From an optimization exercise on the open Yosys and OpenROAD flow, aimed at small area, a short achievable clock period and few clock cycles; shortcuts taken in it are not production practice. Where RTL was checked, it was by simulation tests only, not by an equivalence proof against the original. Power figures rest on the tool's default switching activity, not on a simulated workload.

Setup of job 1227:
==> module cordic_addsub, before the edit <==
module cordic_addsub (input wire [31:0] a, input wire [31:0] src, input wire [4:0] s, input wire inv, input wire ld, input wire [31:0] din, output wire [31:0] o);
wire [31:0] p, g;
cordic_shpg u_pg (.a(a), .src(src), .s(s), .cin(inv), .p(p), .g(g));
cordic_pfxl u_pfx (.p(p), .g(g), .cin(inv), .ld(ld), .din(din), .o(o));
endmodule
==> module cordic_shpg, before the edit <==
module cordic_shpg (input wire [31:0] a, input wire [31:0] src, input wire [4:0] s, input wire cin, output wire [31:0] p, output wire [31:0] g);
wire [31:0] sx = src ^ {32{cin}};
wire [31:0] l0 = s[0] ? {{1{sx[31]}}, sx[31:1]} : sx;
wire [31:0] l1 = s[1] ? {{2{l0[31]}}, l0[31:2]} : l0;
wire [31:0] l2 = s[2] ? {{4{l1[31]}}, l1[31:4]} : l1;
wire [31:0] l3 = s[3] ? {{8{l2[31]}}, l2[31:8]} : l2;
wire [31:0] l4 = s[4] ? {{16{l3[31]}}, l3[31:16]} : l3;
assign p = a ^ l4;
assign g = {a[31:1] & l4[31:1], (a[0] & l4[0]) | (p[0] & cin)};
endmodule
==> module cordic_ztab, before the edit <==
module cordic_ztab (input wire [4:0] i, input wire d, input wire dn, output wire [31:0] o);
wire [31:0] t =
    ({32{i == 5'd0}} & 32'h6487ed52) |
    ({32{i == 5'd1}} & 32'h3b58ce0a) |
    ({32{i == 5'd2}} & 32'h1f5b75fa) |
    ({32{i == 5'd3}} & 32'h0feadd4e) |
    ({32{i == 5'd4}} & 32'h07fd56ee) |
    ({32{i == 5'd5}} & 32'h03ffaab8) |
    ({32{i == 5'd6}} & 32'h01fff556) |
    ({32{i == 5'd7}} & 32'h00fffeaa) |
    ({32{i == 5'd8}} & 32'h007fffd6) |
    ({32{i == 5'd9}} & 32'h003ffffa) |
    ({32{i == 5'd10}} & 32'h00200000) |
    ({32{i == 5'd11}} & 32'h00100000) |
    ({32{i == 5'd12}} & 32'h00080000) |
    ({32{i == 5'd13}} & 32'h00040000) |
    ({32{i == 5'd14}} & 32'h00020000) |
    ({32{i == 5'd15}} & 32'h00010000) |
    ({32{i == 5'd16}} & 32'h00008000) |
    ({32{i == 5'd17}} & 32'h00004000) |
    ({32{i == 5'd18}} & 32'h00002000) |
    ({32{i == 5'd19}} & 32'h00001000) |
    ({32{i == 5'd20}} & 32'h00000800) |
    ({32{i == 5'd21}} & 32'h00000400) |
    ({32{i == 5'd22}} & 32'h00000200) |
    ({32{i == 5'd23}} & 32'h00000100) |
    ({32{i == 5'd24}} & 32'h00000080) |
    ({32{i == 5'd25}} & 32'h00000040) |
    ({32{i == 5'd26}} & 32'h00000020);
assign o = d ? 32'h0 : t;
endmodule
export LEC_CHECK = 0
export ABC_AREA = 1
export CAP_MARGIN = 20
export CORE_MARGIN = 2
export CORE_UTILIZATION = 40
export SETUP_SLACK_MARGIN = 4
export SLEW_MARGIN = 20
export SYNTH_HIERARCHICAL = 1
export SYNTH_MINIMUM_KEEP_SIZE = 0
create_clock -name core_clock -period 7.5 [get_ports {clk}]
run.sh (not shown) runs the stock make flow with config.mk's settings and CLKGATE_MAP_FILE= SYNTH_SCRIPT=/design/flow/synth_recipe.tcl, a recipe that flattens the netlist after the stock synthesis.
Here is what was changed in the inputs of job 7373 compared with job 1227.
-- flow/design.v --
<<< job 1227, line 61
endmodule
module cordic_addsub (input wire [31:0] a, input wire [31:0] src, input wire [4:0] s, input wire inv, input wire ld, input wire [31:0] din, output wire [31:0] o);
wire [31:0] p, g;
cordic_shpg u_pg (.a(a), .src(src), .s(s), .cin(inv), .p(p), .g(g));
cordic_pfxl u_pfx (.p(p), .g(g), .cin(inv), .ld(ld), .din(din), .o(o));
endmodule
>>> job 7373, line 61
endmodule
module cordic_addsub (input wire [31:0] a, input wire [31:0] src, input wire [4:0] s, input wire inv, input wire ld, input wire [31:0] din, output wire [31:0] o);
wire [31:0] ax;
cordic_xor u_x (.a(a), .s(inv), .o(ax));
wire [31:0] p, g;
cordic_shpg u_pg (.a(a), .ax(ax), .src(src), .s(s), .cin(inv), .p(p), .g(g));
cordic_pfxl u_pfx (.p(p), .g(g), .cin(inv), .ld(ld), .din(din), .o(o));
endmodule
<<< job 1227, line 199
assign o = ld ? din : s;
endmodule
module cordic_shpg (input wire [31:0] a, input wire [31:0] src, input wire [4:0] s, input wire cin, output wire [31:0] p, output wire [31:0] g);
wire [31:0] sx = src ^ {32{cin}};
wire [31:0] l0 = s[0] ? {{1{sx[31]}}, sx[31:1]} : sx;
wire [31:0] l1 = s[1] ? {{2{l0[31]}}, l0[31:2]} : l0;
wire [31:0] l2 = s[2] ? {{4{l1[31]}}, l1[31:4]} : l1;
wire [31:0] l3 = s[3] ? {{8{l2[31]}}, l2[31:8]} : l2;
wire [31:0] l4 = s[4] ? {{16{l3[31]}}, l3[31:16]} : l3;
assign p = a ^ l4;
assign g = {a[31:1] & l4[31:1], (a[0] & l4[0]) | (p[0] & cin)};
endmodule
module cordic_pfx (input wire [31:0] p, input wire [31:0] g, input wire cin, output wire [31:0] o);
>>> job 7373, line 201
assign o = ld ? din : s;
endmodule
module cordic_shpg (input wire [31:0] a, input wire [31:0] ax, input wire [31:0] src, input wire [4:0] s, input wire cin, output wire [31:0] p, output wire [31:0] g);
wire [31:0] l0 = s[0] ? {{1{src[31]}}, src[31:1]} : src;
wire [31:0] l1 = s[1] ? {{2{l0[31]}}, l0[31:2]} : l0;
wire [31:0] l2 = s[2] ? {{4{l1[31]}}, l1[31:4]} : l1;
wire [31:0] l3 = s[3] ? {{8{l2[31]}}, l2[31:8]} : l2;
wire [31:0] l4 = s[4] ? {{16{l3[31]}}, l3[31:16]} : l3;
assign p = ax ^ l4;
wire [31:0] g1 = a & ~p;
assign g = {g1[31:1], g1[0] | (p[0] & cin)};
endmodule
module cordic_xor (input wire [31:0] a, input wire s, output wire [31:0] o);
assign o = a ^ {32{s}};
endmodule
module cordic_pgx (input wire [31:0] a, input wire [31:0] ax, input wire [31:0] b, input wire cin, output wire [31:0] p, output wire [31:0] g);
assign p = ax ^ b;
wire [31:0] g1 = a & ~p;
assign g = {g1[31:1], g1[0] | (p[0] & cin)};
endmodule
module cordic_pfx (input wire [31:0] p, input wire [31:0] g, input wire cin, output wire [31:0] o);
<<< job 1227, line 379
    ({32{i == 5'd25}} & 32'h00000040) |
    ({32{i == 5'd26}} & 32'h00000020);
assign o = d ? 32'h0 : t;
endmodule
module cordic_fin (input wire [31:0] a, input wire b, input wire [2:0] f, output wire [31:0] o);
>>> job 7373, line 389
    ({32{i == 5'd25}} & 32'h00000040) |
    ({32{i == 5'd26}} & 32'h00000020);
assign o = (d | dn) ? 32'h0 : t;
endmodule
module cordic_fin (input wire [31:0] a, input wire b, input wire [2:0] f, output wire [31:0] o);
Findings:
Job 7373 finished every stage and its layout cleared the timing, design-rule and antenna checks.
Worst path setup slack after routing on job 7373 is ahead of job 1227.
Area taken by flip-flops and latches delta for job 7373 relative to job 1227: about 0.34% higher
The final cell count of job 7373 exceeds that of job 1227 by about 12%.
Summary — clock power, job 7373 relative to job 1227: lower, by 15%.
Going from job 1227 to job 7373, leakage power figure now sits higher; instance count after placement with tap cells included saw an increase.
Job 7373 vs job 1227: net switching power figure down
Summary — via count, job 7373 relative to job 1227: higher, by 10%.
~same worst hold slack in job 1227 and job 7373
| global placement routability congestion | lower: job 7373 |
From job 1227 to job 7373 the numbers moved as follows: first-pass GRT wire length went up, core box area went up, maximum number of pins on one net before global-route repair went down, shortest clock period the worst path allows after layout went down.
Testbench counts of job 7373, summed over its fixed seeds: cycles 22,400.
Function not checked in job 1227: the RTL went through the layout flow alone.


Another version of the RTL of CORDIC (not shown whole).
For scale: roughly 3000 cells after synthesis, ~99 I/O pins, about 16000 µm² of cells after synthesis.
==> module CORDIC, before the edit <==
module CORDIC #(parameter integer W = 32)
(
    input wire clk,
    input wire start,
    input wire signed [31:0] x,
    input wire signed [31:0] y,
    output wire signed [W-1:0]phi,
    output wire done
);
reg [31:0] xr;
reg [31:0] yr;
reg [31:0] z;
reg [4:0] cnt;
reg dn;
reg [0:0] b27;   
reg [1:0] c0;
wire d = yr[31];
wire [31:0] xs, ys, xn, yn, zn;
cordic_shr u_shx (.a(yr), .s({cnt[4:1], c0[0]}), .o(xs));
cordic_shr u_shy (.a(xr), .s({cnt[4:1], ~c0[1]}), .o(ys));
cordic_addsub u_addx (.a(xr), .b(xs), .inv(d), .o(xn));
cordic_addsub u_addy (.a(yr), .b(ys), .inv(~d), .o(yn));
wire [31:0] za;
cordic_ztab u_tab (.i(cnt), .d(d), .dn(dn), .o(za));
cordic_add u_addz (.a(z), .b(za), .o(zn));
cordic_fin u_fin (.a(z), .b(b27), .o(phi));
assign done = dn;
always @(posedge clk) begin
    if (start) begin
        xr  <= x;
        yr  <= y;
        z   <= 32'h906dfdfb;
    end else begin
        xr  <= xn;
        yr  <= yn;
        z   <= zn;
    end
    if (start) begin
        cnt <= 5'd0;
        dn  <= 1'b0;
        c0[0] <= 1'b0;
        c0[1] <= 1'b1;
    end else if (!dn) begin
        cnt <= cnt + 5'd1;
        dn  <= (cnt == 5'd26);
        b27 <= {~yn[31]};
        c0[0] <= ~c0[0];
        c0[1] <= ~c0[1];
    end
end
endmodule
==> module cordic_ztab, before the edit <==
module cordic_ztab (input wire [4:0] i, input wire d, input wire dn, output wire [31:0] o);
wire [31:0] t =
    ({32{i == 5'd0}} & 32'h6487ed52) |
    ({32{i == 5'd1}} & 32'h3b58ce0a) |
    ({32{i == 5'd2}} & 32'h1f5b75fa) |
    ({32{i == 5'd3}} & 32'h0feadd4e) |
    ({32{i == 5'd4}} & 32'h07fd56ee) |
    ({32{i == 5'd5}} & 32'h03ffaab8) |
    ({32{i == 5'd6}} & 32'h01fff556) |
    ({32{i == 5'd7}} & 32'h00fffeaa) |
    ({32{i == 5'd8}} & 32'h007fffd6) |
    ({32{i == 5'd9}} & 32'h003ffffa) |
    ({32{i == 5'd10}} & 32'h00200000) |
    ({32{i == 5'd11}} & 32'h00100000) |
    ({32{i == 5'd12}} & 32'h00080000) |
    ({32{i == 5'd13}} & 32'h00040000) |
    ({32{i == 5'd14}} & 32'h00020000) |
    ({32{i == 5'd15}} & 32'h00010000) |
    ({32{i == 5'd16}} & 32'h00008000) |
    ({32{i == 5'd17}} & 32'h00004000) |
    ({32{i == 5'd18}} & 32'h00002000) |
    ({32{i == 5'd19}} & 32'h00001000) |
    ({32{i == 5'd20}} & 32'h00000800) |
    ({32{i == 5'd21}} & 32'h00000400) |
    ({32{i == 5'd22}} & 32'h00000200) |
    ({32{i == 5'd23}} & 32'h00000100) |
    ({32{i == 5'd24}} & 32'h00000080) |
    ({32{i == 5'd25}} & 32'h00000040) |
    ({32{i == 5'd26}} & 32'h00000020);
assign o = (d | dn) ? 32'h0 : t;
endmodule
export LEC_CHECK = 0
export ABC_AREA = 1
export CAP_MARGIN = 20
export CORE_MARGIN = 2
export CORE_UTILIZATION = 40
export SETUP_SLACK_MARGIN = 4
export SLEW_MARGIN = 20
export SYNTH_HIERARCHICAL = 1
export SYNTH_MINIMUM_KEEP_SIZE = 0
create_clock -name core_clock -period 7.5 [get_ports {clk}]
==> next run, changes <==
--- a/flow/design.v
+++ b/flow/design.v
@@ -14,4 +14,7 @@
 reg dn;
 reg [0:0] b27;   
+reg dx;
+reg dyn;
+reg zen;
 reg [1:0] c0;
 wire d = yr[31];
@@ -19,8 +22,8 @@
 cordic_shr u_shx (.a(yr), .s({cnt[4:1], c0[0]}), .o(xs));
 cordic_shr u_shy (.a(xr), .s({cnt[4:1], ~c0[1]}), .o(ys));
-cordic_addsub u_addx (.a(xr), .b(xs), .inv(d), .o(xn));
-cordic_addsub u_addy (.a(yr), .b(ys), .inv(~d), .o(yn));
+cordic_addsub u_addx (.a(xr), .b(xs), .inv(dx), .o(xn));
+cordic_addsub u_addy (.a(yr), .b(ys), .inv(dyn), .o(yn));
 wire [31:0] za;
-cordic_ztab u_tab (.i(cnt), .d(d), .dn(dn), .o(za));
+cordic_ztab u_tab (.i(cnt), .en(zen), .o(za));
 cordic_add u_addz (.a(z), .b(za), .o(zn));
 cordic_fin u_fin (.a(z), .b(b27), .o(phi));
@@ -37,4 +40,15 @@
     end
     if (start) begin
+        dyn <= ~y[31];
+        dx  <= y[31];
+        zen <= ~y[31];
+    end else begin
+        dyn <= ~yn[31];
+        if (!dn) begin
+            dx  <= yn[31];
+            zen <= ~yn[31] & (cnt != 5'd26);
+        end
+    end
+    if (start) begin
         cnt <= 5'd0;
         dn  <= 1'b0;
@@ -214,5 +228,5 @@
 assign g = a & b;
 endmodule
-module cordic_ztab (input wire [4:0] i, input wire d, input wire dn, output wire [31:0] o);
+module cordic_ztab (input wire [4:0] i, input wire en, output wire [31:0] o);
 wire [31:0] t =
     ({32{i == 5'd0}} & 32'h6487ed52) |
@@ -243,5 +257,5 @@
     ({32{i == 5'd25}} & 32'h00000040) |
     ({32{i == 5'd26}} & 32'h00000020);
-assign o = (d | dn) ? 32'h0 : t;
+assign o = en ? t : 32'h0;
 endmodule
 module cordic_fin (input wire [31:0] a, input wire [0:0] b, output wire [31:0] o);
Result: Sequential power rose by about 5%; area after synthesis rose by 0.77%; cell area goes up by 2.9%; cell count went up by 0.90%; global-route usage went up by 0.97 points; critical path depth goes down by 1; total power goes up by 3.5%; routed wire length increases by 4.6%; non-clock buffer count increases by 10; sequential share of layout area stays flat; first-iteration DRC count goes up by 5.0%; clock power fell by 9.7%; die area increases by 0.75%; fmax shrinks by 3.0%.
No functional check of the RTL was part of any run of this note.

==> afterwards: timing with drivers on the ports <==
Ports are ideal in the flow. The routed layouts listed here were re-timed in OpenROAD. Step 1: set_driving_cell puts a clkbuf_16 on clk and a buf_2 on each other input, an assumption about the parent block. Step 2, shift: input delay + t, output delay - t, t = (earliest + latest rising clock arrival at the registers) / 2. This alone moves slack from input paths to output paths. a / b / c = ideal / step 1 / step 2; a / b = the first two.
run | t (ns) | slack for setup (ns) | worst setup path at the end | worst data-port slew with drivers (ns)
job 1227 | 0.448 | 3.973 / 3.973 / 3.973 | register to register | 0.04
job 7373 | 0.448 | 4.081 / 4.025 / 4.209 | register to register | 0.05
the first run of note 2 | 0.458 | 4.081 / 4.024 / 4.209 | register to register | 0.05
the second run of note 2 | 0.456 | 3.976 / 3.923 / 4.164 | register to register | 0.06
After both steps setup and hold are still met in every run listed.
